Context: an optimization exercise on an open-source flow, tuned for small area and a short achievable clock period. The choices shown serve that exercise and are no tape-out recipe. In this exercise RTL edits were held to simulation tests only and were not proved equivalent to the original.

### flow/design.v
module Mul12_CS (
    input  [11:0] a,
    input  [11:0] b,
    output [23:0] x,
    output [23:0] y
);
    wire s1, c1, s2, c2, s3, c3, s4, c4, s5, c5, s6, c6, s7, c7, s8, c8;
    wire s9, c9, s10, c10, s11, c11, s12, c12, s13, c13, s14, c14, s15, c15, s16, c16;
    wire s17, c17, s18, c18, s19, c19, s20, c20, s21, c21, s22, c22, s23, c23, s24, c24;
    wire s25, c25, s26, c26, s27, c27, s28, c28, s29, c29, s30, c30, s31, c31, s32, c32;
    wire s33, c33, s34, c34, s35, c35, s36, c36, s37, c37, s38, c38, s39, c39, s40, c40;
    wire s41, c41, s42, c42, s43, c43, s44, c44, s45, c45, s46, c46, s47, c47, s48, c48;
    wire s49, c49, s50, c50, s51, c51, s52, c52, s53, c53, s54, c54, s55, c55, s56, c56;
    wire s57, c57, s58, c58, s59, c59, s60, c60, s61, c61, s62, c62, s63, c63, s64, c64;
    wire s65, c65, s66, c66, s67, c67, s68, c68, s69, c69, s70, c70, s71, c71, s72, c72;
    wire s73, c73, s74, c74, s75, c75, s76, c76, s77, c77, s78, c78, s79, c79, s80, c80;
    wire s81, c81, s82, c82, s83, c83, s84, c84, s85, c85, s86, c86, s87, c87, s88, c88;
    wire s89, c89, s90, c90, s91, c91, s92, c92, s93, c93, s94, c94, s95, c95, s96, c96;
    wire s97, c97, s98, c98, s99, c99, s100, c100, s101, c101, s102, c102, s103, c103, s104, c104;
    wire s105, c105, s106, c106, s107, c107, s108, c108, s109, c109, s110, c110;
    assign s1 = ~((~(a[0] & b[9])) ^ (~(a[1] & b[8])));
    assign c1 = (~(a[0] & b[9])) | (~(a[1] & b[8]));
    assign {c2, s2} = {1'b0, (~(a[0] & b[10]))} + {1'b0, (~(a[1] & b[9]))} + {1'b0, (~(a[2] & b[8]))};
    assign s3 = ~((~(a[3] & b[7])) ^ (~(a[4] & b[6])));
    assign c3 = (~(a[3] & b[7])) | (~(a[4] & b[6]));
    assign {c4, s4} = {1'b0, (~(a[0] & b[11]))} + {1'b0, (~(a[1] & b[10]))} + {1'b0, (~(a[2] & b[9]))};
    assign {c5, s5} = {1'b0, (~(a[3] & b[8]))} + {1'b0, (~(a[4] & b[7]))} + {1'b0, (~(a[5] & b[6]))};
    assign s6 = ~((~(a[6] & b[5])) ^ (~(a[7] & b[4])));
    assign c6 = (~(a[6] & b[5])) | (~(a[7] & b[4]));
    assign {c7, s7} = {1'b0, (~(a[1] & b[11]))} + {1'b0, (~(a[2] & b[10]))} + {1'b0, (~(a[3] & b[9]))};
    assign {c8, s8} = {1'b0, (~(a[4] & b[8]))} + {1'b0, (~(a[5] & b[7]))} + {1'b0, (~(a[6] & b[6]))};
    assign s9 = ~((~(a[7] & b[5])) ^ (~(a[8] & b[4])));
    assign c9 = (~(a[7] & b[5])) | (~(a[8] & b[4]));
    assign {c10, s10} = {1'b0, (~(a[2] & b[11]))} + {1'b0, (~(a[3] & b[10]))} + {1'b0, (~(a[4] & b[9]))};
    assign {c11, s11} = {1'b0, (~(a[5] & b[8]))} + {1'b0, (~(a[6] & b[7]))} + {1'b0, (~(a[7] & b[6]))};
    assign {c12, s12} = {1'b0, (~(a[3] & b[11]))} + {1'b0, (~(a[4] & b[10]))} + {1'b0, (~(a[5] & b[9]))};
    assign s13 = ~((~(a[0] & b[6])) ^ (~(a[1] & b[5])));
    assign c13 = (~(a[0] & b[6])) | (~(a[1] & b[5]));
    assign {c14, s14} = {1'b0, (~(a[0] & b[7]))} + {1'b0, (~(a[1] & b[6]))} + {1'b0, (~(a[2] & b[5]))};
    assign s15 = ~((~(a[3] & b[4])) ^ (~(a[4] & b[3])));
    assign c15 = (~(a[3] & b[4])) | (~(a[4] & b[3]));
    assign {c16, s16} = {1'b0, (~(a[0] & b[8]))} + {1'b0, (~(a[1] & b[7]))} + {1'b0, (~(a[2] & b[6]))};
    assign {c17, s17} = {1'b0, (~(a[3] & b[5]))} + {1'b0, (~(a[4] & b[4]))} + {1'b0, (~(a[5] & b[3]))};
    assign s18 = ~((~(a[6] & b[2])) ^ (~(a[7] & b[1])));
    assign c18 = (~(a[6] & b[2])) | (~(a[7] & b[1]));
    assign {c19, s19} = {1'b0, s1} + {1'b0, (~(a[2] & b[7]))} + {1'b0, (~(a[3] & b[6]))};
    assign {c20, s20} = {1'b0, (~(a[4] & b[5]))} + {1'b0, (~(a[5] & b[4]))} + {1'b0, (~(a[6] & b[3]))};
    assign {c21, s21} = {1'b0, (~(a[7] & b[2]))} + {1'b0, (~(a[8] & b[1]))} + {1'b0, (~(a[9] & b[0]))};
    assign {c22, s22} = {1'b0, s2} + {1'b0, s3} + {1'b0, (~(a[5] & b[5]))};
    assign {c23, s23} = {1'b0, (~(a[6] & b[4]))} + {1'b0, (~(a[7] & b[3]))} + {1'b0, (~(a[8] & b[2]))};
    assign {c24, s24} = {1'b0, (~(a[9] & b[1]))} + {1'b0, (~(a[10] & b[0]))} + {1'b0, c1};
    assign {c25, s25} = {1'b0, s4} + {1'b0, s5} + {1'b0, s6};
    assign {c26, s26} = {1'b0, (~(a[8] & b[3]))} + {1'b0, (~(a[9] & b[2]))} + {1'b0, (~(a[10] & b[1]))};
    assign {c27, s27} = {1'b0, (~(a[11] & b[0]))} + {1'b0, c2} + {1'b0, c3};
    assign {c28, s28} = {1'b0, s7} + {1'b0, s8} + {1'b0, s9};
    assign {c29, s29} = {1'b0, (~(a[9] & b[3]))} + {1'b0, (~(a[10] & b[2]))} + {1'b0, (~(a[11] & b[1]))};
    assign {c30, s30} = {1'b0, c4} + {1'b0, c5} + {1'b0, c6};
    assign {c31, s31} = {1'b0, s10} + {1'b0, s11} + {1'b0, (~(a[8] & b[5]))};
    assign {c32, s32} = {1'b0, (~(a[9] & b[4]))} + {1'b0, (~(a[10] & b[3]))} + {1'b0, (~(a[11] & b[2]))};
    assign {c33, s33} = {1'b0, c7} + {1'b0, c8} + {1'b0, c9};
    assign {c34, s34} = {1'b0, s12} + {1'b0, (~(a[6] & b[8]))} + {1'b0, (~(a[7] & b[7]))};
    assign {c35, s35} = {1'b0, (~(a[8] & b[6]))} + {1'b0, (~(a[9] & b[5]))} + {1'b0, (~(a[10] & b[4]))};
    assign {c36, s36} = {1'b0, (~(a[11] & b[3]))} + {1'b0, c10} + {1'b0, c11};
    assign {c37, s37} = {1'b0, (~(a[4] & b[11]))} + {1'b0, (~(a[5] & b[10]))} + {1'b0, (~(a[6] & b[9]))};
    assign {c38, s38} = {1'b0, (~(a[7] & b[8]))} + {1'b0, (~(a[8] & b[7]))} + {1'b0, (~(a[9] & b[6]))};
    assign {c39, s39} = {1'b0, (~(a[10] & b[5]))} + {1'b0, (~(a[11] & b[4]))} + {1'b0, c12};
    assign {c40, s40} = {1'b0, (~(a[5] & b[11]))} + {1'b0, (~(a[6] & b[10]))} + {1'b0, (~(a[7] & b[9]))};
    assign {c41, s41} = {1'b0, (~(a[8] & b[8]))} + {1'b0, (~(a[9] & b[7]))} + {1'b0, (~(a[10] & b[6]))};
    assign {c42, s42} = {1'b0, (~(a[6] & b[11]))} + {1'b0, (~(a[7] & b[10]))} + {1'b0, (~(a[8] & b[9]))};
    assign s43 = ~((~(a[0] & b[4])) ^ (~(a[1] & b[3])));
    assign c43 = (~(a[0] & b[4])) | (~(a[1] & b[3]));
    assign {c44, s44} = {1'b0, (~(a[0] & b[5]))} + {1'b0, (~(a[1] & b[4]))} + {1'b0, (~(a[2] & b[3]))};
    assign s45 = ~((~(a[3] & b[2])) ^ (~(a[4] & b[1])));
    assign c45 = (~(a[3] & b[2])) | (~(a[4] & b[1]));
    assign {c46, s46} = {1'b0, s13} + {1'b0, (~(a[2] & b[4]))} + {1'b0, (~(a[3] & b[3]))};
    assign {c47, s47} = {1'b0, (~(a[4] & b[2]))} + {1'b0, (~(a[5] & b[1]))} + {1'b0, (~(a[6] & b[0]))};
    assign {c48, s48} = {1'b0, s14} + {1'b0, s15} + {1'b0, (~(a[5] & b[2]))};
    assign {c49, s49} = {1'b0, (~(a[6] & b[1]))} + {1'b0, (~(a[7] & b[0]))} + {1'b0, c13};
    assign {c50, s50} = {1'b0, s16} + {1'b0, s17} + {1'b0, s18};
    assign {c51, s51} = {1'b0, (~(a[8] & b[0]))} + {1'b0, c14} + {1'b0, c15};
    assign {c52, s52} = {1'b0, s19} + {1'b0, s20} + {1'b0, s21};
    assign {c53, s53} = {1'b0, c16} + {1'b0, c17} + {1'b0, c18};
    assign {c54, s54} = {1'b0, s22} + {1'b0, s23} + {1'b0, s24};
    assign {c55, s55} = {1'b0, c19} + {1'b0, c20} + {1'b0, c21};
    assign {c56, s56} = {1'b0, s25} + {1'b0, s26} + {1'b0, s27};
    assign {c57, s57} = {1'b0, c22} + {1'b0, c23} + {1'b0, c24};
    assign {c58, s58} = {1'b0, s28} + {1'b0, s29} + {1'b0, s30};
    assign {c59, s59} = {1'b0, c25} + {1'b0, c26} + {1'b0, c27};
    assign {c60, s60} = {1'b0, s31} + {1'b0, s32} + {1'b0, s33};
    assign {c61, s61} = {1'b0, c28} + {1'b0, c29} + {1'b0, c30};
    assign {c62, s62} = {1'b0, s34} + {1'b0, s35} + {1'b0, s36};
    assign {c63, s63} = {1'b0, c31} + {1'b0, c32} + {1'b0, c33};
    assign {c64, s64} = {1'b0, s37} + {1'b0, s38} + {1'b0, s39};
    assign {c65, s65} = {1'b0, c34} + {1'b0, c35} + {1'b0, c36};
    assign {c66, s66} = {1'b0, s40} + {1'b0, s41} + {1'b0, (~(a[11] & b[5]))};
    assign {c67, s67} = {1'b0, c37} + {1'b0, c38} + {1'b0, c39};
    assign {c68, s68} = {1'b0, s42} + {1'b0, (~(a[9] & b[8]))} + {1'b0, (~(a[10] & b[7]))};
    assign {c69, s69} = {1'b0, (~(a[11] & b[6]))} + {1'b0, c40} + {1'b0, c41};
    assign {c70, s70} = {1'b0, (~(a[7] & b[11]))} + {1'b0, (~(a[8] & b[10]))} + {1'b0, (~(a[9] & b[9]))};
    assign {c71, s71} = {1'b0, (~(a[10] & b[8]))} + {1'b0, (~(a[11] & b[7]))} + {1'b0, c42};
    assign {c72, s72} = {1'b0, (~(a[8] & b[11]))} + {1'b0, (~(a[9] & b[10]))} + {1'b0, (~(a[10] & b[9]))};
    assign s73 = ~((~(a[0] & b[3])) ^ (~(a[1] & b[2])));
    assign c73 = (~(a[0] & b[3])) | (~(a[1] & b[2]));
    assign {c74, s74} = {1'b0, s43} + {1'b0, (~(a[2] & b[2]))} + {1'b0, (~(a[3] & b[1]))};
    assign {c75, s75} = {1'b0, s44} + {1'b0, s45} + {1'b0, (~(a[5] & b[0]))};
    assign {c76, s76} = {1'b0, s46} + {1'b0, s47} + {1'b0, c44};
    assign {c77, s77} = {1'b0, s48} + {1'b0, s49} + {1'b0, c46};
    assign {c78, s78} = {1'b0, s50} + {1'b0, s51} + {1'b0, c48};
    assign {c79, s79} = {1'b0, s52} + {1'b0, s53} + {1'b0, c50};
    assign {c80, s80} = {1'b0, s54} + {1'b0, s55} + {1'b0, c52};
    assign {c81, s81} = {1'b0, s56} + {1'b0, s57} + {1'b0, c54};
    assign {c82, s82} = {1'b0, s58} + {1'b0, s59} + {1'b0, c56};
    assign {c83, s83} = {1'b0, s60} + {1'b0, s61} + {1'b0, c58};
    assign {c84, s84} = {1'b0, s62} + {1'b0, s63} + {1'b0, c60};
    assign {c85, s85} = {1'b0, s64} + {1'b0, s65} + {1'b0, c62};
    assign {c86, s86} = {1'b0, s66} + {1'b0, s67} + {1'b0, c64};
    assign {c87, s87} = {1'b0, s68} + {1'b0, s69} + {1'b0, c66};
    assign {c88, s88} = {1'b0, s70} + {1'b0, s71} + {1'b0, c68};
    assign {c89, s89} = {1'b0, s72} + {1'b0, (~(a[11] & b[8]))} + {1'b0, c70};
    assign {c90, s90} = {1'b0, (~(a[9] & b[11]))} + {1'b0, (~(a[10] & b[10]))} + {1'b0, (~(a[11] & b[9]))};
    assign s91 = ~((~(a[0] & b[2])) ^ (~(a[1] & b[1])));
    assign c91 = (~(a[0] & b[2])) | (~(a[1] & b[1]));
    assign {c92, s92} = {1'b0, s73} + {1'b0, (~(a[2] & b[1]))} + {1'b0, (~(a[3] & b[0]))};
    assign {c93, s93} = {1'b0, s74} + {1'b0, (~(a[4] & b[0]))} + {1'b0, c73};
    assign {c94, s94} = {1'b0, s75} + {1'b0, c43} + {1'b0, c74};
    assign {c95, s95} = {1'b0, s76} + {1'b0, c45} + {1'b0, c75};
    assign {c96, s96} = {1'b0, s77} + {1'b0, c47} + {1'b0, c76};
    assign {c97, s97} = {1'b0, s78} + {1'b0, c49} + {1'b0, c77};
    assign {c98, s98} = {1'b0, s79} + {1'b0, c51} + {1'b0, c78};
    assign {c99, s99} = {1'b0, s80} + {1'b0, c53} + {1'b0, c79};
    assign {c100, s100} = {1'b0, s81} + {1'b0, c55} + {1'b0, c80};
    assign {c101, s101} = {1'b0, s82} + {1'b0, c57} + {1'b0, c81};
    assign {c102, s102} = {1'b0, s83} + {1'b0, c59} + {1'b0, c82};
    assign {c103, s103} = {1'b0, s84} + {1'b0, c61} + {1'b0, c83};
    assign {c104, s104} = {1'b0, s85} + {1'b0, c63} + {1'b0, c84};
    assign {c105, s105} = {1'b0, s86} + {1'b0, c65} + {1'b0, c85};
    assign {c106, s106} = {1'b0, s87} + {1'b0, c67} + {1'b0, c86};
    assign {c107, s107} = {1'b0, s88} + {1'b0, c69} + {1'b0, c87};
    assign {c108, s108} = {1'b0, s89} + {1'b0, c71} + {1'b0, c88};
    assign {c109, s109} = {1'b0, s90} + {1'b0, c72} + {1'b0, c89};
    assign {c110, s110} = {1'b0, (~(a[10] & b[11]))} + {1'b0, (~(a[11] & b[10]))} + {1'b0, c90};
    assign x = ~{1'b1, (~(a[11] & b[11])), s110, s109, s108, s107, s106, s105, s104, s103, s102, s101, s100, s99, s98, s97, s96, s95, s94, s93, s92, s91, (~(a[0] & b[1])), (~(a[0] & b[0]))};
    assign y = ~{1'b1, c110, c109, c108, c107, c106, c105, c104, c103, c102, c101, c100, c99, c98, c97, c96, c95, c94, c93, c92, c91, (~(a[2] & b[0])), (~(a[1] & b[0])), 1'b1};
endmodule
module Tab_P12 (input [3:0] h, output [12:0] t);
    assign t[0] = (~h[3] & ~h[2] & ~h[1] & ~h[0]) | (~h[3] & ~h[2] & h[1] & h[0]) | (~h[3] & h[2] & ~h[1] & h[0]) | (~h[3] & h[2] & h[1] & ~h[0]) | (h[3] & ~h[2] & ~h[1] & ~h[0]) | (h[3] & ~h[2] & h[1] & ~h[0]) | (h[3] & ~h[2] & h[1] & h[0]) | (h[3] & h[2] & ~h[1] & h[0]);
    assign t[1] = (~h[3] & ~h[2] & h[1] & ~h[0]) | (~h[3] & h[2] & ~h[1] & h[0]) | (h[3] & ~h[2] & ~h[1] & ~h[0]) | (h[3] & ~h[2] & ~h[1] & h[0]) | (h[3] & ~h[2] & h[1] & h[0]) | (h[3] & h[2] & ~h[1] & ~h[0]) | (h[3] & h[2] & h[1] & h[0]);
    assign t[2] = (~h[3] & ~h[2] & h[1] & ~h[0]) | (~h[3] & ~h[2] & h[1] & h[0]) | (~h[3] & h[2] & ~h[1] & ~h[0]) | (h[3] & ~h[2] & ~h[1] & ~h[0]) | (h[3] & ~h[2] & ~h[1] & h[0]) | (h[3] & ~h[2] & h[1] & ~h[0]) | (h[3] & h[2] & h[1] & h[0]);
    assign t[3] = (~h[3] & ~h[2] & h[1] & ~h[0]) | (~h[3] & ~h[2] & h[1] & h[0]) | (~h[3] & h[2] & ~h[1] & ~h[0]) | (~h[3] & h[2] & ~h[1] & h[0]) | (~h[3] & h[2] & h[1] & ~h[0]) | (~h[3] & h[2] & h[1] & h[0]) | (h[3] & h[2] & h[1] & h[0]);
    assign t[4] = (~h[3] & ~h[2] & h[1] & ~h[0]) | (~h[3] & ~h[2] & h[1] & h[0]) | (~h[3] & h[2] & ~h[1] & ~h[0]) | (~h[3] & h[2] & ~h[1] & h[0]) | (~h[3] & h[2] & h[1] & ~h[0]) | (~h[3] & h[2] & h[1] & h[0]) | (h[3] & ~h[2] & ~h[1] & ~h[0]) | (h[3] & ~h[2] & ~h[1] & h[0]) | (h[3] & ~h[2] & h[1] & ~h[0]) | (h[3] & ~h[2] & h[1] & h[0]) | (h[3] & h[2] & ~h[1] & ~h[0]) | (h[3] & h[2] & ~h[1] & h[0]) | (h[3] & h[2] & h[1] & ~h[0]);
    assign t[5] = (~h[3] & ~h[2] & h[1] & ~h[0]) | (~h[3] & ~h[2] & h[1] & h[0]) | (~h[3] & h[2] & ~h[1] & ~h[0]) | (~h[3] & h[2] & ~h[1] & h[0]) | (~h[3] & h[2] & h[1] & ~h[0]) | (~h[3] & h[2] & h[1] & h[0]) | (h[3] & ~h[2] & ~h[1] & ~h[0]) | (h[3] & ~h[2] & ~h[1] & h[0]) | (h[3] & ~h[2] & h[1] & ~h[0]) | (h[3] & ~h[2] & h[1] & h[0]) | (h[3] & h[2] & ~h[1] & ~h[0]) | (h[3] & h[2] & ~h[1] & h[0]) | (h[3] & h[2] & h[1] & ~h[0]) | (h[3] & h[2] & h[1] & h[0]);
    assign t[6] = (~h[3] & ~h[2] & h[1] & ~h[0]) | (~h[3] & ~h[2] & h[1] & h[0]) | (~h[3] & h[2] & ~h[1] & ~h[0]) | (~h[3] & h[2] & ~h[1] & h[0]) | (~h[3] & h[2] & h[1] & ~h[0]) | (~h[3] & h[2] & h[1] & h[0]) | (h[3] & ~h[2] & ~h[1] & ~h[0]) | (h[3] & ~h[2] & ~h[1] & h[0]) | (h[3] & ~h[2] & h[1] & ~h[0]) | (h[3] & ~h[2] & h[1] & h[0]) | (h[3] & h[2] & ~h[1] & ~h[0]) | (h[3] & h[2] & ~h[1] & h[0]) | (h[3] & h[2] & h[1] & ~h[0]) | (h[3] & h[2] & h[1] & h[0]);
    assign t[7] = (~h[3] & ~h[2] & h[1] & ~h[0]) | (~h[3] & ~h[2] & h[1] & h[0]) | (~h[3] & h[2] & ~h[1] & ~h[0]) | (~h[3] & h[2] & ~h[1] & h[0]) | (~h[3] & h[2] & h[1] & ~h[0]) | (~h[3] & h[2] & h[1] & h[0]) | (h[3] & ~h[2] & ~h[1] & ~h[0]) | (h[3] & ~h[2] & ~h[1] & h[0]) | (h[3] & ~h[2] & h[1] & ~h[0]) | (h[3] & ~h[2] & h[1] & h[0]) | (h[3] & h[2] & ~h[1] & ~h[0]) | (h[3] & h[2] & ~h[1] & h[0]) | (h[3] & h[2] & h[1] & ~h[0]) | (h[3] & h[2] & h[1] & h[0]);
    assign t[8] = (~h[3] & ~h[2] & ~h[1] & ~h[0]) | (~h[3] & ~h[2] & h[1] & ~h[0]) | (~h[3] & h[2] & ~h[1] & ~h[0]) | (~h[3] & h[2] & h[1] & h[0]) | (h[3] & ~h[2] & ~h[1] & h[0]) | (h[3] & h[2] & ~h[1] & ~h[0]) | (h[3] & h[2] & h[1] & ~h[0]) | (h[3] & h[2] & h[1] & h[0]);
    assign t[9] = (~h[3] & h[2] & ~h[1] & ~h[0]) | (~h[3] & h[2] & ~h[1] & h[0]) | (~h[3] & h[2] & h[1] & h[0]) | (h[3] & ~h[2] & ~h[1] & ~h[0]) | (h[3] & ~h[2] & h[1] & h[0]) | (h[3] & h[2] & h[1] & ~h[0]);
    assign t[10] = (~h[3] & ~h[2] & ~h[1] & ~h[0]) | (~h[3] & ~h[2] & h[1] & ~h[0]) | (~h[3] & h[2] & ~h[1] & h[0]) | (~h[3] & h[2] & h[1] & ~h[0]) | (~h[3] & h[2] & h[1] & h[0]) | (h[3] & ~h[2] & ~h[1] & h[0]) | (h[3] & ~h[2] & h[1] & h[0]) | (h[3] & h[2] & ~h[1] & h[0]) | (h[3] & h[2] & h[1] & ~h[0]) | (h[3] & h[2] & h[1] & h[0]);
    assign t[11] = (~h[3] & ~h[2] & ~h[1] & ~h[0]) | (~h[3] & ~h[2] & h[1] & h[0]) | (~h[3] & h[2] & ~h[1] & ~h[0]) | (~h[3] & h[2] & ~h[1] & h[0]) | (h[3] & ~h[2] & ~h[1] & ~h[0]) | (h[3] & ~h[2] & ~h[1] & h[0]) | (h[3] & h[2] & ~h[1] & ~h[0]) | (h[3] & h[2] & ~h[1] & h[0]) | (h[3] & h[2] & h[1] & ~h[0]);
    assign t[12] = (~h[3] & ~h[2] & ~h[1] & h[0]) | (h[3] & ~h[2] & h[1] & ~h[0]);
endmodule
module Tab_P16 (input [3:0] h, output [11:0] t);
    assign t[0] = (~h[3] & ~h[2] & ~h[1] & h[0]) | (~h[3] & ~h[2] & h[1] & ~h[0]) | (~h[3] & ~h[2] & h[1] & h[0]) | (~h[3] & h[2] & h[1] & h[0]) | (h[3] & ~h[2] & ~h[1] & ~h[0]) | (h[3] & ~h[2] & ~h[1] & h[0]) | (h[3] & h[2] & ~h[1] & h[0]) | (h[3] & h[2] & h[1] & ~h[0]) | (h[3] & h[2] & h[1] & h[0]);
    assign t[1] = (~h[3] & h[2] & ~h[1] & ~h[0]) | (~h[3] & h[2] & ~h[1] & h[0]) | (~h[3] & h[2] & h[1] & ~h[0]) | (~h[3] & h[2] & h[1] & h[0]) | (h[3] & ~h[2] & ~h[1] & ~h[0]) | (h[3] & ~h[2] & ~h[1] & h[0]);
    assign t[2] = (~h[3] & ~h[2] & ~h[1] & h[0]) | (~h[3] & ~h[2] & h[1] & h[0]) | (~h[3] & h[2] & ~h[1] & h[0]) | (~h[3] & h[2] & h[1] & h[0]) | (h[3] & ~h[2] & ~h[1] & h[0]) | (h[3] & ~h[2] & h[1] & ~h[0]) | (h[3] & h[2] & ~h[1] & ~h[0]) | (h[3] & h[2] & h[1] & ~h[0]);
    assign t[3] = (~h[3] & ~h[2] & ~h[1] & h[0]) | (~h[3] & ~h[2] & h[1] & ~h[0]) | (~h[3] & h[2] & ~h[1] & h[0]) | (~h[3] & h[2] & h[1] & ~h[0]) | (h[3] & ~h[2] & ~h[1] & h[0]) | (h[3] & ~h[2] & h[1] & ~h[0]) | (h[3] & ~h[2] & h[1] & h[0]) | (h[3] & h[2] & h[1] & ~h[0]) | (h[3] & h[2] & h[1] & h[0]);
    assign t[4] = (~h[3] & ~h[2] & h[1] & ~h[0]) | (~h[3] & h[2] & ~h[1] & ~h[0]) | (~h[3] & h[2] & ~h[1] & h[0]) | (~h[3] & h[2] & h[1] & h[0]) | (h[3] & ~h[2] & h[1] & ~h[0]) | (h[3] & h[2] & ~h[1] & ~h[0]) | (h[3] & h[2] & h[1] & h[0]);
    assign t[5] = (~h[3] & ~h[2] & ~h[1] & h[0]) | (~h[3] & h[2] & ~h[1] & ~h[0]) | (~h[3] & h[2] & h[1] & h[0]) | (h[3] & ~h[2] & ~h[1] & ~h[0]) | (h[3] & ~h[2] & h[1] & ~h[0]) | (h[3] & ~h[2] & h[1] & h[0]) | (h[3] & h[2] & h[1] & ~h[0]);
    assign t[6] = (~h[3] & ~h[2] & ~h[1] & h[0]) | (~h[3] & ~h[2] & h[1] & ~h[0]) | (~h[3] & ~h[2] & h[1] & h[0]) | (~h[3] & h[2] & h[1] & h[0]) | (h[3] & ~h[2] & ~h[1] & ~h[0]) | (h[3] & ~h[2] & ~h[1] & h[0]) | (h[3] & h[2] & h[1] & ~h[0]) | (h[3] & h[2] & h[1] & h[0]);
    assign t[7] = (~h[3] & ~h[2] & ~h[1] & h[0]) | (~h[3] & ~h[2] & h[1] & ~h[0]) | (~h[3] & ~h[2] & h[1] & h[0]) | (~h[3] & h[2] & ~h[1] & ~h[0]) | (~h[3] & h[2] & ~h[1] & h[0]) | (~h[3] & h[2] & h[1] & ~h[0]) | (h[3] & h[2] & h[1] & ~h[0]) | (h[3] & h[2] & h[1] & h[0]);
    assign t[8] = (~h[3] & h[2] & ~h[1] & ~h[0]) | (~h[3] & h[2] & ~h[1] & h[0]) | (~h[3] & h[2] & h[1] & ~h[0]) | (h[3] & ~h[2] & h[1] & ~h[0]) | (h[3] & ~h[2] & h[1] & h[0]) | (h[3] & h[2] & ~h[1] & ~h[0]) | (h[3] & h[2] & h[1] & ~h[0]) | (h[3] & h[2] & h[1] & h[0]);
    assign t[9] = (~h[3] & h[2] & h[1] & h[0]) | (h[3] & ~h[2] & ~h[1] & ~h[0]) | (h[3] & ~h[2] & ~h[1] & h[0]) | (h[3] & ~h[2] & h[1] & ~h[0]) | (h[3] & ~h[2] & h[1] & h[0]) | (h[3] & h[2] & ~h[1] & ~h[0]) | (h[3] & h[2] & h[1] & ~h[0]) | (h[3] & h[2] & h[1] & h[0]);
    assign t[10] = (~h[3] & ~h[2] & h[1] & ~h[0]) | (~h[3] & h[2] & ~h[1] & h[0]) | (h[3] & ~h[2] & ~h[1] & ~h[0]) | (h[3] & ~h[2] & h[1] & h[0]) | (h[3] & h[2] & ~h[1] & h[0]) | (h[3] & h[2] & h[1] & ~h[0]);
    assign t[11] = (~h[3] & ~h[2] & ~h[1] & h[0]) | (~h[3] & h[2] & ~h[1] & ~h[0]) | (~h[3] & h[2] & h[1] & h[0]) | (h[3] & ~h[2] & h[1] & ~h[0]) | (h[3] & h[2] & ~h[1] & h[0]);
endmodule
module Tab_P20 (input [3:0] h, output [14:0] t);
    assign t[0] = (~h[3] & ~h[2] & ~h[1] & h[0]) | (~h[3] & ~h[2] & h[1] & h[0]) | (~h[3] & h[2] & ~h[1] & h[0]) | (~h[3] & h[2] & h[1] & h[0]) | (h[3] & ~h[2] & ~h[1] & h[0]) | (h[3] & ~h[2] & h[1] & h[0]) | (h[3] & h[2] & ~h[1] & h[0]) | (h[3] & h[2] & h[1] & h[0]);
    assign t[1] = (~h[3] & ~h[2] & h[1] & ~h[0]) | (~h[3] & ~h[2] & h[1] & h[0]) | (~h[3] & h[2] & h[1] & ~h[0]) | (~h[3] & h[2] & h[1] & h[0]) | (h[3] & ~h[2] & h[1] & ~h[0]) | (h[3] & ~h[2] & h[1] & h[0]) | (h[3] & h[2] & h[1] & ~h[0]) | (h[3] & h[2] & h[1] & h[0]);
    assign t[2] = (~h[3] & ~h[2] & ~h[1] & h[0]) | (~h[3] & ~h[2] & h[1] & h[0]) | (~h[3] & h[2] & ~h[1] & ~h[0]) | (~h[3] & h[2] & h[1] & ~h[0]) | (h[3] & ~h[2] & ~h[1] & h[0]) | (h[3] & ~h[2] & h[1] & h[0]) | (h[3] & h[2] & ~h[1] & ~h[0]) | (h[3] & h[2] & h[1] & ~h[0]);
    assign t[3] = (~h[3] & ~h[2] & h[1] & ~h[0]) | (~h[3] & ~h[2] & h[1] & h[0]) | (~h[3] & h[2] & ~h[1] & h[0]) | (~h[3] & h[2] & h[1] & ~h[0]) | (h[3] & ~h[2] & ~h[1] & ~h[0]) | (h[3] & ~h[2] & ~h[1] & h[0]) | (h[3] & h[2] & ~h[1] & ~h[0]) | (h[3] & h[2] & h[1] & h[0]);
    assign t[4] = (~h[3] & h[2] & ~h[1] & ~h[0]) | (~h[3] & h[2] & ~h[1] & h[0]) | (~h[3] & h[2] & h[1] & ~h[0]) | (h[3] & ~h[2] & h[1] & ~h[0]) | (h[3] & ~h[2] & h[1] & h[0]) | (h[3] & h[2] & ~h[1] & ~h[0]);
    assign t[5] = (~h[3] & h[2] & h[1] & h[0]) | (h[3] & ~h[2] & ~h[1] & ~h[0]) | (h[3] & ~h[2] & ~h[1] & h[0]) | (h[3] & ~h[2] & h[1] & ~h[0]) | (h[3] & ~h[2] & h[1] & h[0]) | (h[3] & h[2] & ~h[1] & ~h[0]);
    assign t[6] = (~h[3] & ~h[2] & ~h[1] & h[0]) | (~h[3] & ~h[2] & h[1] & h[0]) | (~h[3] & h[2] & ~h[1] & h[0]) | (~h[3] & h[2] & h[1] & h[0]) | (h[3] & ~h[2] & ~h[1] & h[0]) | (h[3] & ~h[2] & h[1] & h[0]) | (h[3] & h[2] & h[1] & ~h[0]);
    assign t[7] = (~h[3] & ~h[2] & ~h[1] & h[0]) | (~h[3] & ~h[2] & h[1] & ~h[0]) | (~h[3] & h[2] & ~h[1] & h[0]) | (~h[3] & h[2] & h[1] & ~h[0]) | (h[3] & ~h[2] & ~h[1] & h[0]) | (h[3] & ~h[2] & h[1] & ~h[0]) | (h[3] & h[2] & h[1] & ~h[0]) | (h[3] & h[2] & h[1] & h[0]);
    assign t[8] = (~h[3] & ~h[2] & ~h[1] & h[0]) | (~h[3] & ~h[2] & h[1] & ~h[0]) | (~h[3] & ~h[2] & h[1] & h[0]) | (~h[3] & h[2] & ~h[1] & ~h[0]) | (h[3] & ~h[2] & ~h[1] & h[0]) | (h[3] & ~h[2] & h[1] & ~h[0]) | (h[3] & ~h[2] & h[1] & h[0]) | (h[3] & h[2] & ~h[1] & ~h[0]) | (h[3] & h[2] & ~h[1] & h[0]);
    assign t[9] = (~h[3] & ~h[2] & ~h[1] & h[0]) | (~h[3] & ~h[2] & h[1] & ~h[0]) | (~h[3] & ~h[2] & h[1] & h[0]) | (~h[3] & h[2] & ~h[1] & ~h[0]) | (~h[3] & h[2] & ~h[1] & h[0]) | (~h[3] & h[2] & h[1] & ~h[0]) | (~h[3] & h[2] & h[1] & h[0]) | (h[3] & ~h[2] & ~h[1] & ~h[0]);
    assign t[10] = (~h[3] & ~h[2] & ~h[1] & h[0]) | (~h[3] & ~h[2] & h[1] & ~h[0]) | (~h[3] & ~h[2] & h[1] & h[0]) | (~h[3] & h[2] & ~h[1] & ~h[0]) | (~h[3] & h[2] & ~h[1] & h[0]) | (~h[3] & h[2] & h[1] & ~h[0]) | (~h[3] & h[2] & h[1] & h[0]) | (h[3] & ~h[2] & ~h[1] & ~h[0]) | (h[3] & ~h[2] & ~h[1] & h[0]) | (h[3] & ~h[2] & h[1] & ~h[0]) | (h[3] & ~h[2] & h[1] & h[0]) | (h[3] & h[2] & ~h[1] & ~h[0]) | (h[3] & h[2] & ~h[1] & h[0]) | (h[3] & h[2] & h[1] & ~h[0]) | (h[3] & h[2] & h[1] & h[0]);
    assign t[11] = (~h[3] & ~h[2] & ~h[1] & h[0]) | (~h[3] & ~h[2] & h[1] & ~h[0]) | (~h[3] & ~h[2] & h[1] & h[0]) | (~h[3] & h[2] & ~h[1] & ~h[0]) | (~h[3] & h[2] & ~h[1] & h[0]) | (~h[3] & h[2] & h[1] & ~h[0]) | (~h[3] & h[2] & h[1] & h[0]) | (h[3] & ~h[2] & ~h[1] & ~h[0]) | (h[3] & ~h[2] & ~h[1] & h[0]) | (h[3] & ~h[2] & h[1] & ~h[0]) | (h[3] & ~h[2] & h[1] & h[0]) | (h[3] & h[2] & ~h[1] & ~h[0]) | (h[3] & h[2] & ~h[1] & h[0]) | (h[3] & h[2] & h[1] & ~h[0]) | (h[3] & h[2] & h[1] & h[0]);
    assign t[12] = (~h[3] & ~h[2] & ~h[1] & h[0]) | (~h[3] & ~h[2] & h[1] & ~h[0]) | (~h[3] & ~h[2] & h[1] & h[0]) | (~h[3] & h[2] & ~h[1] & ~h[0]) | (~h[3] & h[2] & ~h[1] & h[0]) | (~h[3] & h[2] & h[1] & ~h[0]) | (~h[3] & h[2] & h[1] & h[0]) | (h[3] & ~h[2] & ~h[1] & ~h[0]) | (h[3] & ~h[2] & ~h[1] & h[0]) | (h[3] & ~h[2] & h[1] & ~h[0]) | (h[3] & ~h[2] & h[1] & h[0]) | (h[3] & h[2] & ~h[1] & ~h[0]) | (h[3] & h[2] & ~h[1] & h[0]) | (h[3] & h[2] & h[1] & ~h[0]) | (h[3] & h[2] & h[1] & h[0]);
    assign t[13] = (~h[3] & ~h[2] & ~h[1] & h[0]) | (~h[3] & ~h[2] & h[1] & ~h[0]) | (~h[3] & ~h[2] & h[1] & h[0]) | (~h[3] & h[2] & ~h[1] & ~h[0]) | (~h[3] & h[2] & ~h[1] & h[0]) | (~h[3] & h[2] & h[1] & ~h[0]) | (~h[3] & h[2] & h[1] & h[0]) | (h[3] & ~h[2] & ~h[1] & ~h[0]) | (h[3] & ~h[2] & ~h[1] & h[0]) | (h[3] & ~h[2] & h[1] & ~h[0]) | (h[3] & ~h[2] & h[1] & h[0]) | (h[3] & h[2] & ~h[1] & ~h[0]) | (h[3] & h[2] & ~h[1] & h[0]) | (h[3] & h[2] & h[1] & ~h[0]) | (h[3] & h[2] & h[1] & h[0]);
    assign t[14] = (~h[3] & ~h[2] & ~h[1] & h[0]) | (~h[3] & ~h[2] & h[1] & ~h[0]) | (~h[3] & ~h[2] & h[1] & h[0]) | (~h[3] & h[2] & ~h[1] & ~h[0]) | (~h[3] & h[2] & ~h[1] & h[0]) | (~h[3] & h[2] & h[1] & ~h[0]) | (~h[3] & h[2] & h[1] & h[0]) | (h[3] & ~h[2] & ~h[1] & ~h[0]) | (h[3] & ~h[2] & ~h[1] & h[0]) | (h[3] & ~h[2] & h[1] & ~h[0]) | (h[3] & ~h[2] & h[1] & h[0]) | (h[3] & h[2] & ~h[1] & ~h[0]) | (h[3] & h[2] & ~h[1] & h[0]) | (h[3] & h[2] & h[1] & ~h[0]) | (h[3] & h[2] & h[1] & h[0]);
endmodule
module CSA #(parameter W = 8) (
    input  [W-1:0] a,
    input  [W-1:0] b,
    input  [W-1:0] c,
    output [W-1:0] s,
    output [W-1:0] y       
);
    wire [W-1:0] maj;
    genvar i;
    generate
        for (i = 0; i < W; i = i + 1) begin : bit_
            assign {maj[i], s[i]} = {1'b0, a[i]} + {1'b0, b[i]} + {1'b0, c[i]};
        end
    endgenerate
    assign y = {maj[W-2:0], 1'b0};
endmodule
module Butterfly_Unit (
    input clk,
    input reset,
    input [1:0] operation,   
    input valid_in,
    input [11:0] a_in,
    input [11:0] b_in,
    input [11:0] zeta,
    output reg [11:0] a_out,
    output reg [11:0] b_out,
    output reg valid_out
);
    localparam [12:0] Q = 13'd3329;
    wire        intt0 = operation[0];
    wire [12:0] d0    = {1'b0, a_in} - {1'b0, b_in};
    wire [12:0] ds0, dc0;
    CSA #(13) csa_d (.a({1'b0, a_in}), .b({1'b1, ~b_in}), .c(13'd3330), .s(ds0), .y(dc0));
    wire [12:0] dq0   = ds0 + dc0;                                   
    wire [11:0] m0    = !intt0 ? b_in : (d0[12] ? dq0[11:0] : d0[11:0]);
    wire [12:0] s0    = {1'b0, a_in} + {1'b0, b_in & {12{intt0}}};
    reg [11:0] m1, z1;
    reg [12:0] s1;
    reg [1:0]  op1;
    reg        v1;
    always @(posedge clk) begin
        m1  <= m0;
        s1  <= s0;
        z1  <= zeta;
        op1 <= operation;
    end
    wire [23:0] px1, py1;
    Mul12_CS mul (.a(z1), .b(m1), .x(px1), .y(py1));
    reg [23:0] px2, py2;
    reg [12:0] s2;
    reg [1:0]  op2;
    reg        v2;
    always @(posedge clk) begin
        px2 <= px1;
        py2 <= py1;
        s2  <= s1;
        op2 <= op1;
    end
    wire [11:0] h2 = px2[23:12] + py2[23:12];
    wire [12:0] t0;
    wire [11:0] t1;
    wire [14:0] t2;
    Tab_P12 tab0 (.h(h2[3:0]),  .t(t0));
    Tab_P16 tab1 (.h(h2[7:4]),  .t(t1));
    Tab_P20 tab2 (.h(h2[11:8]), .t(t2));
    wire [14:0] sa, ca, sb, cb, sc, cc;
    CSA #(15) csa_a (.a({3'b000, px2[11:0]}), .b({3'b000, py2[11:0]}), .c({2'b00, t0}), .s(sa), .y(ca));
    CSA #(15) csa_b (.a(sa), .b(ca), .c({3'b000, t1}), .s(sb), .y(cb));
    CSA #(15) csa_c (.a(sb), .b(cb), .c(t2), .s(sc), .y(cc));
    reg [14:0] xs3, xc3;
    reg [12:0] s3;
    reg [1:0]  op3;
    reg        v3;
    always @(posedge clk) begin
        xs3 <= sc;
        xc3 <= cc;
        s3  <= s2;
        op3 <= op2;
    end
    wire [14:0] x3 = xs3 + xc3;
    wire [14:0] ks1, kc1, ks2, kc2, ks3, kc3, ks4, kc4;
    CSA #(15) csa_k1 (.a(xs3), .b(xc3), .c(15'h72ff), .s(ks1), .y(kc1));    
    CSA #(15) csa_k2 (.a(xs3), .b(xc3), .c(15'h65fe), .s(ks2), .y(kc2));    
    CSA #(15) csa_k3 (.a(xs3), .b(xc3), .c(15'h58fd), .s(ks3), .y(kc3));    
    CSA #(15) csa_k4 (.a(xs3), .b(xc3), .c(15'h4bfc), .s(ks4), .y(kc4));    
    wire [14:0] x1 = ks1 + kc1;
    wire [14:0] x2 = ks2 + kc2;
    wire [14:0] x3q = ks3 + kc3;
    wire [14:0] x4 = ks4 + kc4;
    wire [11:0] r3 = !x4[14]  ? x4[11:0]  :
                     !x3q[14] ? x3q[11:0] :
                     !x2[14]  ? x2[11:0]  :
                     !x1[14]  ? x1[11:0]  : x3[11:0];
    reg [11:0] r4;
    reg [12:0] s4;
    reg [1:0]  op4;
    reg        v4;
    always @(posedge clk) begin
        r4  <= r3;
        s4  <= s3;
        op4 <= op3;
    end
    wire [11:0] rn4 = r4 & {12{~op4[0]}};
    wire [12:0] t4  = s4 + {1'b0, rn4};                            
    wire [13:0] ts4, tc4;
    CSA #(14) csa_t (.a({1'b0, s4}), .b({2'b00, rn4}), .c(14'h32ff), .s(ts4), .y(tc4));
    wire [13:0] tm4 = ts4 + tc4;                                   
    wire [11:0] ao4 = tm4[13] ? t4[11:0] : tm4[11:0];
    wire [12:0] u4  = {1'b0, s4[11:0]} - {1'b0, r4};
    wire [12:0] us4, uc4;
    CSA #(13) csa_u (.a({1'b0, s4[11:0]}), .b({1'b1, ~r4}), .c(13'd3330), .s(us4), .y(uc4));
    wire [12:0] uq4 = us4 + uc4;                                   
    wire [11:0] bo4 = op4[0] ? r4 : (u4[12] ? uq4[11:0] : u4[11:0]);
    always @(posedge clk) begin
        a_out <= op4[1] ? 12'd0 : ao4;
        b_out <= op4[1] ? 12'd0 : bo4;
    end
    always @(posedge clk) begin
        if (reset) begin
            v1 <= 1'b0; v2 <= 1'b0; v3 <= 1'b0; v4 <= 1'b0; valid_out <= 1'b0;
        end else begin
            v1 <= valid_in; v2 <= v1; v3 <= v2; v4 <= v3; valid_out <= v4;
        end
    end
endmodule
### flow/run.sh
#!/bin/bash
# synth_recipe.tcl (not shown) runs the flow's synth.tcl, then flattens the netlist and writes it again
# the make line also repeats each setting of config.mk as NAME=value (left out here)
make -C /OpenROAD-flow-scripts/flow DESIGN_CONFIG=/design/flow/config.mk WORK_HOME=/design/flow/orfs CLKGATE_MAP_FILE= SYNTH_SCRIPT=/design/flow/synth_recipe.tcl finish
### flow/config.mk
export PLATFORM = sky130hd
export DESIGN_NAME = Butterfly_Unit
export DESIGN_NICKNAME = Butterfly_Unit
export VERILOG_FILES = /design/flow/design.v
export SDC_FILE = /design/flow/constraint.sdc
export NUM_CORES = 4
export LEC_CHECK = 0
export CAP_MARGIN = 20
export CORE_MARGIN = 2
export CORE_UTILIZATION = 40
export SETUP_SLACK_MARGIN = 2.5
export SLEW_MARGIN = 20
### flow/constraint.sdc
create_clock -name core_clock -period 6.5 [get_ports {clk}]
set_input_delay 1.3000 -clock core_clock [delete_from_list [all_inputs] [get_ports {clk}]]
set_output_delay 1.3000 -clock core_clock [all_outputs]
set_load 0.01 [all_outputs]
==> summary.md, run 1 <==
| Metric | Value |
|---|---|
| Status | no timing/DRC/antenna violations |
| Warnings from Yosys | 1 |
| Initial antenna violation count | 2 |
| Worst-skew pair later-pin latency | 0.46 ns |
| Core area | 0.0409 sq mm |
| Avg Synthesized Cell Area | 9.09 sq um |
| Num CTS Buffers | 17 |
| Max incr delay on CP | 0.55 ns |
| Synthesized Nets | 2,212 |
| Area growth, synth to finish | 11.7% |
| Crit path depth | 12 |
| Number of enable flip-flop cells after synthesis | 0 |
| Yosys reg bits | 199 |
| Initial Utilization | 0.406 |
| FMAX | 263 MHz |
| Vias in the first global route | 12,500 |
| Clock Root Buffer | clkbuf_16 |
| Kind of cell adding the most delay to the critical path | adder cells |
| Design area | 0.0186 sq mm |
| I/O Buffers | 65 |
| MaxCap Viol Count | 0 |
| Post-synth top area share | 0.240 |
| Clk buf depth | 2 |
| Number of fill cells | 4,003 |
| Dpl hpwl | 29.4 mm |
| CP max stage cell | fa_1 |
| Hold crit path type | flop to flop |
| DR WL/cell | 15.1 um |
| Critical Path RT | 6.84 ns |
| Hold Fails Final Rpt | 0 |
| Via count | 12,100 |
| Post-synth top area cell | dfxtp_1 |
| Critical path class | flop to flop |
| Worst EP arrival | 4.13 ns |
| Worst slew pin tran | 0.965 ns |
| Number of stages on the worst hold path | 0 |
| Clk sinks | 199 |
| GRT Overall Usage | 0.173 |
| # hold bufs at CTS | 0 |
| Synth area leaders | dfxtp_1, fa_1, ha_1 |
| Diode count | 0 |
| Crit path top cell by count | fa_1 |
| Die Footprint | 0.0432 sq mm |
| Max-slew violations | 0 |
| DR iter-0 viols | 524 |
| Clock Skew | 0.0193 ns |
| Die height | 208 um |
| Clock transition at the registers of the reported paths | 0.09 ns |
| DP Area | 0.0177 sq mm |
| Cell Area, Synth | 0.0166 sq mm |
| Slew headroom | 0.352 |
| Gpl congestion | 0.897 |
| WP buf/inv | 1 |
| H-tree depth | 4 |
| CP startpoint kind | flop |
| Critical Path Source | px2[13]$_DFF_P_ |
| Nets@finish | 2,245 |
| Share of flip-flops with an asynchronous set or reset | 0 |
| Min-delay src | s3[6]$_DFF_P_ |
| Residual DRC | 0 |
| Post-synthesis sequential area ratio | 0.240 |
| # rows | 74 |
| Gr ovfl total | 0 |
| RSZ-0062 raised after global routing | true |
| First-pass GRT wire length | 61.3 mm |
| Setup_tns | 0 ns |
| I/O Pins | 66 |
| Period utilization | 0.584 |
| Footprint of the multi-input gates | 0.0115 sq mm |
| Width of the die | 208 um |
| CTS tree | yes |
| Register area | 0.00399 sq mm |
| Pre-Repair DR Iteration Count | 5 |
| Total Wirelength | 36.2 mm |
| Via density per instance | 5.03 |
| Netlist cell types | 70 |
| Worst-path fanout max | 9 |
| Number of antenna-violating nets in the routed design | 0 |
| Largest net degree at the start of global routing | 41 |
| CP Cell Sequence | ha_1 -> a21o_1 -> a21oi_2 -> xor2_2 -> nand2_1 -> a21boi_0 -> o21ai_0 -> a21oi_1 -> fa_1 -> inv_1 -> fa_1 -> fa_1 |
| Synth Instances | 1,828 |
| Worst setup EP type | flop |
| Worst r2r src | px2[13]$_DFF_P_ |
| Fin crit period | 3.80 ns |
| Prevailing post-synth register cell | dfxtp_1 |
| R2R depth | 12 |
| Final setup vio count | 0 |
| Share of layout cells above drive strength 1 | 0.0448 |
[per-stage QoR]
| step | util | cells | setup WS (ns) | hold WS, ns |
|---|---|---|---|---|
| 4_1_cts | 0.450 | 2402 | 2.48 | 0.321 |
| 2_1_floorplan | - | 1828 | 2.83 | 0.310 |
| 3_5_place_dp | 0.433 | 2370 | 1.96 | 0.312 |
| 5_1_grt | 0.453 | 2406 | 2.42 | 0.332 |
| 6_report | 0.453 | 2406 | 2.70 | 0.318 |
| 3_3_place_gp | 0.433 | 2370 | 2.02 | 0.310 |
[Yosys cell counts (all sizes together), types with 4 or more instances]
cell type  instances
nor2b             24
nor2              97
or3                4
nand3             14
and2             145
nand4              4
clkbuf            48
o211ai            17
a21o              24
inv              266
a221oi             4
o21bai            11
a211o              7
and3               6
o21a              10
buf               13
xnor2             76
ha               180
o31ai             11
nand2            112
a21oi            107
a21boi             7
nor3b              8
a31oi             22
nor3              25
or2                9
o211a              4
mux2i             10
dfxtp            199
a211oi             9
o21ai             93
nand2b            12
fa               163
xor2              37
[layout by cell type, fill, tap and decap left out, types with 8 or more instances in the layout]
cell type        instances
inv_1                  265
xnor2_1                 72
a31oi_1                 22
o21bai_1                11
fa_1                   163
clkdlybuf4s50_1         63
mux2i_1                 10
nand2b_1                12
o211ai_1                17
nand2_1                111
a21oi_1                106
nor2b_1                 23
dfxtp_1                198
and2_1                 145
ha_1                   180
nor2_1                  97
nor3b_1                  8
xor2_1                  31
o21ai_0                 84
a211oi_1                 9
o21a_1                  10
a21o_1                  24
nor3_1                  24
nand3_1                 14
o31ai_1                 11
clkbuf_16               17
[routing by layer]
layer	up-vias	global-route usage	share of wire	routed length, um
met5	-	0	0.00036	13
met4	2	0.0482	0.017	619
met3	46	0.0260	0.032	1160
met2	206	0.301	0.49	17600
met1	5863	0.223	0.46	16800
li1	5985	-	-	-
[timing repair]
action,in CTS,in global routing
pin swaps,0,5
endpoints found under the hold margin,0,0
setup buffers,0,4
gates resized for setup,9,23
setup endpoints to repair,30,52
[cell type report]
class                      count  share of cell area
clock buffer                  17              0.0229
tap                          532              0.0359
inverter                     267              0.0542
timing repair buffer          75              0.0411
clock inverter                15              0.0128
sequential                   199               0.215
multi-input combinational   1301               0.618
[state kept, by name, summed over array words and instances (netlist names), 2 cells and up]
register / cells
a_out: 12
b_out: 12
m1: 12
op1: 2
op2: 2
op3: 2
op4: 2
px2: 23
py2: 22
r4: 12
s1: 13
s2: 13
s3: 13
s4: 13
xc3: 14
xs3: 15
z1: 12
[worst paths after layout]
| path | endpoint | slack, ns |
|---|---|---|
| setup reg to reg | xs3[2]$_DFF_P_ | 2.70 |
| hold reg to reg | s4[6]$_DFF_P_ | 0.32 |
| hold / removal | s4[6]$_DFF_P_ | 0.32 |
| setup / recovery | xs3[2]$_DFF_P_ | 2.70 |
[kinds of logic (layout without fill, tap and decap cells)]
family / Yosys count / count (layout) / share of synthesized area
flip-flops: 199 / 199 / 0.240
AO/OA/AOI/OAI: 363 / 363 / 0.139
XOR/XNOR: 113 / 113 / 0.0605
buffers and inverters: 328 / 374 / 0.0758
AND/OR/NAND/NOR: 469 / 469 / 0.144
adder cells (fa/ha/maj): 343 / 343 / 0.332
multiplexers: 13 / 13 / 0.00806
==> inputs of run 2 (changes only) <==
--- a/flow/config.mk
+++ b/flow/config.mk
@@ -9,4 +9,4 @@
 export CORE_MARGIN = 2
 export CORE_UTILIZATION = 40
-export SETUP_SLACK_MARGIN = 2.5
+export SETUP_SLACK_MARGIN = 2.9
 export SLEW_MARGIN = 20
==> run 2 against run 1 <==
Compared with the run above:
- still clean
- critical path depth up 1
- synthesized area did not move
- maximum frequency up 8.1%
- non-clock buffer count grew 27
- synthesized cell count unchanged
- highest routed layer is now met4
==> summary.md, run 2 <==
| Metric | Value |
|---|---|
| Status | no timing/DRC/antenna violations |
| Cell Area, Synth | 0.0166 sq mm (unchanged) |
| Clk buf depth | 2 (unchanged) |
| Diode count | 0 (unchanged) |
| Worst setup EP type | flop |
| Residual DRC | 0 (unchanged) |
| Die height | 208 um (unchanged) |
| Dpl hpwl | 29.5 mm (+0.47%) |
| Synth Area in XOR/XNOR | 0.0605 (unchanged) |
| # rows | 74 (unchanged) |
| Warnings from Yosys | 1 (unchanged) |
| Final setup vio count | 0 (unchanged) |
| Worst-skew pair later-pin latency | 0.47 ns (about the same) |
| GRT Overall Usage | 0.178 (+0.00510) |
| Commonest non-fill, non-tap cell in the layout | inv_1 |
| FMAX | 285 MHz (+8.1%) |
| Post-synth top area cell | dfxtp_1 |
| Clk sinks | 199 (unchanged) |
| Via density per instance | 5.06 (+0.51%) |
| RSZ-0062 raised after global routing | true |
| CP startpoint kind | flop |
| Total Wirelength | 38.5 mm (+6.2%) |
| Post-synth top area share | 0.240 (unchanged) |
| I/O Pins | 66 (unchanged) |
| Largest family of logic cells by synthesized area | adder cells |
| Setup_tns | 0 ns (unchanged) |
| Vias in the first global route | 12,400 (-0.27%) |
| Fin crit period | 3.51 ns (-0.284 ns) |
| Hold Fails Final Rpt | 0 (unchanged) |
| Via count | 12,300 (+1.8%) |
| Gpl congestion | 0.876 (-2.4%) |
| DR WL/cell | 15.8 um (+4.9%) |
| Slew headroom | 0.334 (-0.0187) |
| Pre-Repair DR Iteration Count | 5 (unchanged) |
| Worst EP arrival | 3.84 ns (-0.29 ns) |
| Max FFs per register | 23 (unchanged) |
| Worst slew pin tran | 0.998 ns (+0.0336 ns) |
| Max-slew violations | 0 (unchanged) |
| First-pass GRT wire length | 62.8 mm (+2.4%) |
| Core area | 0.0409 sq mm (unchanged) |
| Period utilization | 0.541 (-0.0436) |
| Critical Path RT | 6.83 ns (about the same) |
| # hold bufs at CTS | 0 (unchanged) |
| Post-Layout Cell Count | 2,436 (+1.2%) |
| Synth area leaders | dfxtp_1, fa_1, ha_1 |
| Placed Cells | 2,370 (unchanged) |
| Worst r2r src | py2[12]$_DFF_P_ |
| MaxCap Viol Count | 0 (unchanged) |
| DP Area | 0.0177 sq mm (about the same) |
| Area growth, synth to finish | 15.8% |
| Critical Path Source | py2[12]$_DFF_P_ |
| Synth Area in Compound Gates | 0.139 (unchanged) |
| Width of the die | 208 um (unchanged) |
| Largest net degree at the start of global routing | 36 (-12%) |
| Post-Route Utilization | 0.470 (+0.0166) |
| Initial Utilization | 0.406 (unchanged) |
| Most frequent cell after synthesis | inv_1 |
| Number of antenna-violating nets in the routed design | 0 (unchanged) |
| Critical path class | flop to flop |
| Avg Synthesized Cell Area | 9.09 sq um (unchanged) |
| H-tree depth | 4 (unchanged) |
| Design area | 0.0192 sq mm (+3.7%) |
| Most frequent cells in the layout | inv_1, dfxtp_1, ha_1, fa_1, and2_1 |
| Clock Skew | 0.0171 ns (-0.00220 ns) |
| Min-delay src | s3[10]$_DFF_P_ |
| Worst-path fanout max | 4 (-5) |
| Clock transition at the registers of the reported paths | 0.10 ns (about the same) |
| CTS tree | yes |
| Biggest regs | px2 (23), py2 (22), xs3 (15) |
| Clock Root Buffer | clkbuf_16 |
| Post-synthesis sequential area ratio | 0.240 (unchanged) |
| Synth Area in Adders | 0.332 (unchanged) |
| Synth Instances | 1,828 (unchanged) |
| Hold crit path type | flop to flop |
| Yosys reg bits | 199 (unchanged) |
| Prevailing post-synth register cell | dfxtp_1 |
| Initial antenna violation count | 2 (unchanged) |
| Post-synthesis mux area share | 0.00806 (unchanged) |
| Share of layout cells above drive strength 1 | 0.0977 (+0.0529) |
| DR iter-0 viols | 598 (+14%) |
| Num CTS Buffers | 17 (unchanged) |
| Netlist cell types | 70 (unchanged) |
| I/O Buffers | 65 (unchanged) |
| Biggest register | px2 |
| Simple-gate share of the synthesized area | 0.144 (unchanged) |
| Synthesized Nets | 2,212 (unchanged) |
| Nets@finish | 2,275 (+1.3%) |
| Gr ovfl total | 0 (unchanged) |
| Synth top cells by count | inv_1, dfxtp_1, ha_1 |
| Share of flip-flops with an asynchronous set or reset | 0 (unchanged) |
| Die Footprint | 0.0432 sq mm (unchanged) |
| Number of enable flip-flop cells after synthesis | 0 (unchanged) |
[run 2: per-layer routing]
metal  track usage  part of all wire  up-vias
met5             0                 0        -
met4        0.0531             0.018        0
met3        0.0216             0.027       45
met2         0.305              0.49      219
met1         0.235              0.47     5985
li1              -                 -     6066
[run 2: per-stage QoR]
step / setup WS (ns) / hold slack (ns)
final: 2.99 / 0.323
after global routing: 2.84 / 0.325
after CTS: 2.87 / 0.329
after detailed placement: 1.97 / 0.312
after global placement: 2.09 / 0.310
after floorplan: 2.90 / 0.310
[run 2: layout make-up]
| type | instances | area (sq um) |
|---|---|---|
| clock buffer | 17 | 425 |
| clock inverter | 15 | 238 |
| fill | 3931 | 21700 |
| inverter | 267 | 1010 |
| multi-input combinational | 1304 | 11900 |
| sequential | 199 | 4000 |
| tap | 532 | 666 |
| timing repair buffer | 102 | 960 |
[run 2: critical path, cell delays in order, from the launching register on]
cell	delay [ns]
dfxtp_2	0.33
ha_2	0.16
inv_1	0.05
fa_2	0.46
xor2_4	0.21
buf_4	0.17
nor2_4	0.10
a21boi_2	0.07
o21ai_1	0.19
a21oi_2	0.06
fa_1	0.50
inv_2	0.05
fa_1	0.49
fa_1	0.54
[run 2: worst paths after layout]
| kind | slack, ns | end | cells past startpoint |
|---|---|---|---|
| hold / removal | 0.32 | s4[10]$_DFF_P_ | 0 |
| setup / recovery | 2.99 | xs3[2]$_DFF_P_ | 13 |
| setup reg to reg | 2.99 | xs3[2]$_DFF_P_ | 13 |
| hold reg to reg | 0.32 | s4[10]$_DFF_P_ | 0 |
[run 2: cells by family (layout without fill, tap and decap cells)]
group	after synthesis	in the layout
buffers and inverters	328	401
and+or+nand+nor	469	469
DFF	199	199
muxes	13	13
AOI/OAI and AO/OA	363	363
xor gates and xnor gates	113	116
adders and majority gates	343	343
[run 2: repair_timing]
item | in CTS | in global routing
endpoints found under the hold margin | 0 | 0
buffers inserted | 14 | 12
endpoints found under the setup margin | 66 | 65
pin swaps | 12 | 41
resized for setup | 58 | 89
cloned | 3 | 5
==> inputs of run 3 (changes only) <==
--- a/flow/config.mk
+++ b/flow/config.mk
@@ -8,5 +8,6 @@
 export CAP_MARGIN = 20
 export CORE_MARGIN = 2
-export CORE_UTILIZATION = 40
-export SETUP_SLACK_MARGIN = 2.9
+export CORE_UTILIZATION = 65
+export PLACE_DENSITY = 0.75
+export SETUP_SLACK_MARGIN = 2.7
 export SLEW_MARGIN = 20
==> run 3 against run 2 <==
Compared with the run above:
- still clean on timing, DRC and antenna
- worst hold slack improved by 0.0031 ns
- register-to-register slack got worse by 0.17 ns
- final cell count fell by 8.9%
- via count rose by 0.24%
- die area fell by 38%
- critical path type unchanged
- highest routed layer unchanged
==> summary.md, run 3 <==
| Metric | Value |
|---|---|
| Status | no timing/DRC/antenna violations |
| Most frequent cell after synthesis | inv_1 |
| FMAX | 271 MHz (-4.7%) |
| Clk buf depth | 2 (unchanged) |
| Area growth, synth to finish | 11.8% |
| I/O Buffers | 65 (unchanged) |
| Synth top cells by count | inv_1, dfxtp_1, ha_1 |
| Initial antenna violation count | 0 (-2) |
| Prevailing post-synth register cell | dfxtp_1 |
| Post-Route Utilization | 0.740 (+0.270) |
| Die height | 164 um (-21%) |
| Hold crit path type | flop to flop |
| Clk sinks | 199 (unchanged) |
| Post-synth top area share | 0.240 (unchanged) |
| Critical Path RT | 6.85 ns (+0.02 ns) |
| # rows | 58 (-22%) |
| Worst slew pin tran | 0.931 ns (-0.0675 ns) |
| CTS tree | yes |
| Initial Utilization | 0.662 (+0.256) |
| Yosys reg bits | 199 (unchanged) |
| Max-slew violations | 0 (unchanged) |
| Gpl congestion | 0.933 (+6.6%) |
| Hold Fails Final Rpt | 0 (unchanged) |
| Share of flip-flops with an asynchronous set or reset | 0 (unchanged) |
| Setup_tns | 0 ns (unchanged) |
| Final setup vio count | 0 (unchanged) |
| Synthesized Nets | 2,212 (unchanged) |
| Cell Area, Synth | 0.0166 sq mm (unchanged) |
| Avg Synthesized Cell Area | 9.09 sq um (unchanged) |
| Num CTS Buffers | 17 (unchanged) |
| H-tree depth | 4 (unchanged) |
| Largest net degree at the start of global routing | 41 (+14%) |
| CP max stage cell | fa_1 |
| Worst-path fanout max | 9 (+5) |
| Width of the die | 164 um (-21%) |
| Post-synthesis sequential area ratio | 0.240 (unchanged) |
| Diode count | 0 (unchanged) |
| CP startpoint kind | flop |
| First-pass GRT wire length | 59.4 mm (-5.3%) |
| GRT Overall Usage | 0.278 (+0.0995) |
| Worst setup EP type | flop |
| Gr ovfl total | 0 (unchanged) |
| DR WL/cell | 16.2 um (+2.7%) |
| Number of antenna-violating nets in the routed design | 0 (unchanged) |
| Most frequent cells in the layout | inv_1, dfxtp_1, ha_1, fa_1, and2_1 |
| Vias in the first global route | 12,300 (-0.77%) |
| Clock Root Buffer | clkbuf_16 |
| Number of enable flip-flop cells after synthesis | 0 (unchanged) |
| Synth Instances | 1,828 (unchanged) |
| Via count | 12,300 (+0.24%) |
| Fin crit period | 3.69 ns (+0.171 ns) |
| Residual DRC | 0 (unchanged) |
| Dpl hpwl | 27.6 mm (-6.3%) |
| Die Footprint | 0.0269 sq mm (-38%) |
| Clock Skew | 0.0261 ns (+0.00905 ns) |
| Biggest regs | px2 (23), py2 (22), xs3 (15) |
| Warnings from Yosys | 1 (unchanged) |
| RSZ-0062 raised after global routing | true |
| MaxCap Viol Count | 0 (unchanged) |
| Period utilization | 0.567 (+0.0264) |
| Via density per instance | 5.56 (+10%) |
| Worst-skew pair later-pin latency | 0.46 ns (about the same) |
| Total Wirelength | 36.0 mm (-6.4%) |
| Critical path class | flop to flop |
| Max FFs per register | 23 (unchanged) |
| Pre-Repair DR Iteration Count | 5 (unchanged) |
| # hold bufs at CTS | 0 (unchanged) |
| I/O Pins | 66 (unchanged) |
| Nets@finish | 2,260 (-0.66%) |
| Biggest register | px2 |
| Worst EP arrival | 4.04 ns (+0.20 ns) |
| Netlist cell types | 70 (unchanged) |
| Core area | 0.0251 sq mm (-39%) |
| Share of layout cells above drive strength 1 | 0.0603 (-0.0373) |
| CP Cell Sequence | ha_1 -> inv_1 -> fa_2 -> nor2b_1 -> o21ai_0 -> a21o_1 -> and3b_1 -> xnor2_4 -> nand2_1 -> a21oi_1 -> fa_1 -> fa_1 -> inv_1 |
| DR iter-0 viols | 712 (+19%) |
| Max incr delay on CP | 0.55 ns (about the same) |
| Synth area leaders | dfxtp_1, fa_1, ha_1 |
| Slew headroom | 0.379 (+0.0450) |
| Post-synth top area cell | dfxtp_1 |
| Clock transition at the registers of the reported paths | 0.08 ns (-0.02 ns) |
| Commonest non-fill, non-tap cell in the layout | inv_1 |
run 3: cell counts after synthesis:
Identical to the previous run, type by type.
run 3: repair_timing:
item | in CTS | in global routing
setup endpoints to repair | 60 | 61
pin swaps | 1 | 16
endpoints found under the hold margin | 0 | 0
resized for setup | 24 | 36
gates cloned | 0 | 3
setup buffers | 4 | 12
run 3: worst paths after layout:
check                   end             from  slack, ns  depth (start not counted)
max          xs3[9]$_DFF_P_  px2[12]$_DFF_P_       2.81                         13
min          op4[0]$_DFF_P_   op3[0]$_DFF_P_       0.33                          0
max reg2reg  xs3[9]$_DFF_P_  px2[12]$_DFF_P_       2.81                         13
min reg2reg  op4[0]$_DFF_P_   op3[0]$_DFF_P_       0.33                          0
run 3: critical path, delay by kind of cell (launching register included):
family | cells | cell delay, ns
simple gates | 3 | 0.52
fa+ha+maj | 4 | 1.66
flops | 1 | 0.33
buf+inv | 2 | 0.10
compound gates | 3 | 0.70
xor+xnor | 1 | 0.30
run 3: area by class of cell:
type                    instances  area (sq um)
multi-input cells            1301         11600
fillers                      1876          6540
flip-flops and latches        199          3990
inverters                     267          1000
repair buffers                 90           891
clock buffers                  17           425
well taps                     330           413
clock inverters                15           225
run 3: logic make-up after synthesis:
group | synth area share
mux | 0.00806
fa+ha+maj | 0.332
buf+inv | 0.0758
xor+xnor | 0.0605
compound gates | 0.139
flops | 0.240
simple gates | 0.144
run 3: routing by layer:
layer / GRT usage / share of wire / wire length (um) / vias up
met5: 0 / 0 / 0 / -
met4: 0.0821 / 0.025 / 900 / 0
met3: 0.0422 / 0.034 / 1240 / 68
met2: 0.488 / 0.50 / 17800 / 293
met1: 0.354 / 0.45 / 16000 / 5953
li1: - / - / - / 6030
run 3: metrics by stage:
step                std cells  setup slack (ns)  hold slack, ns  instance area [sq um]
global placement         2168              2.20           0.310                  17500
finish                   2219              2.81           0.326                  18600
detailed placement       2168              2.02           0.312                  17500
floorplan                1828              2.83           0.310                  16600
CTS                      2204              2.62           0.329                  18300
global route             2219              2.62           0.331                  18600

-- re-timing with driven ports --
No port has a modelled driver above. Below, the same layouts with a new extraction and two added sets of constraints. Step 1: set_driving_cell puts a clkbuf_16 on clk and a buf_2 on each other input, an assumption about the parent block. Step 2 also shifts input and output timing later by t, the mid clock arrival at the registers, as if the neighbouring blocks saw the same clock. Three values: ideal, step 1, step 2; two values: the first two.
| run | shift t [ns] | setup slack, ns | worst setup path at the end | worst register clock-pin slew, ns | cell pins on the clock port's net |
|---|---|---|---|---|---|
| run 1 | 0.504 | 2.702 / 2.702 / 2.238 | input to register | 0.09 / 0.09 | 1 |
| run 2 | 0.520 | 2.986 / 2.986 / 2.540 | input to register | 0.10 / 0.10 | 1 |
| run 3 | 0.499 | 2.814 / 2.814 / 2.413 | input to register | 0.10 / 0.10 | 1 |
After both steps every run listed still meets setup and hold. For run 1, which loses most, drivers alone change the setup slack by 0.000 ns; drivers and shift together by -0.464 ns.
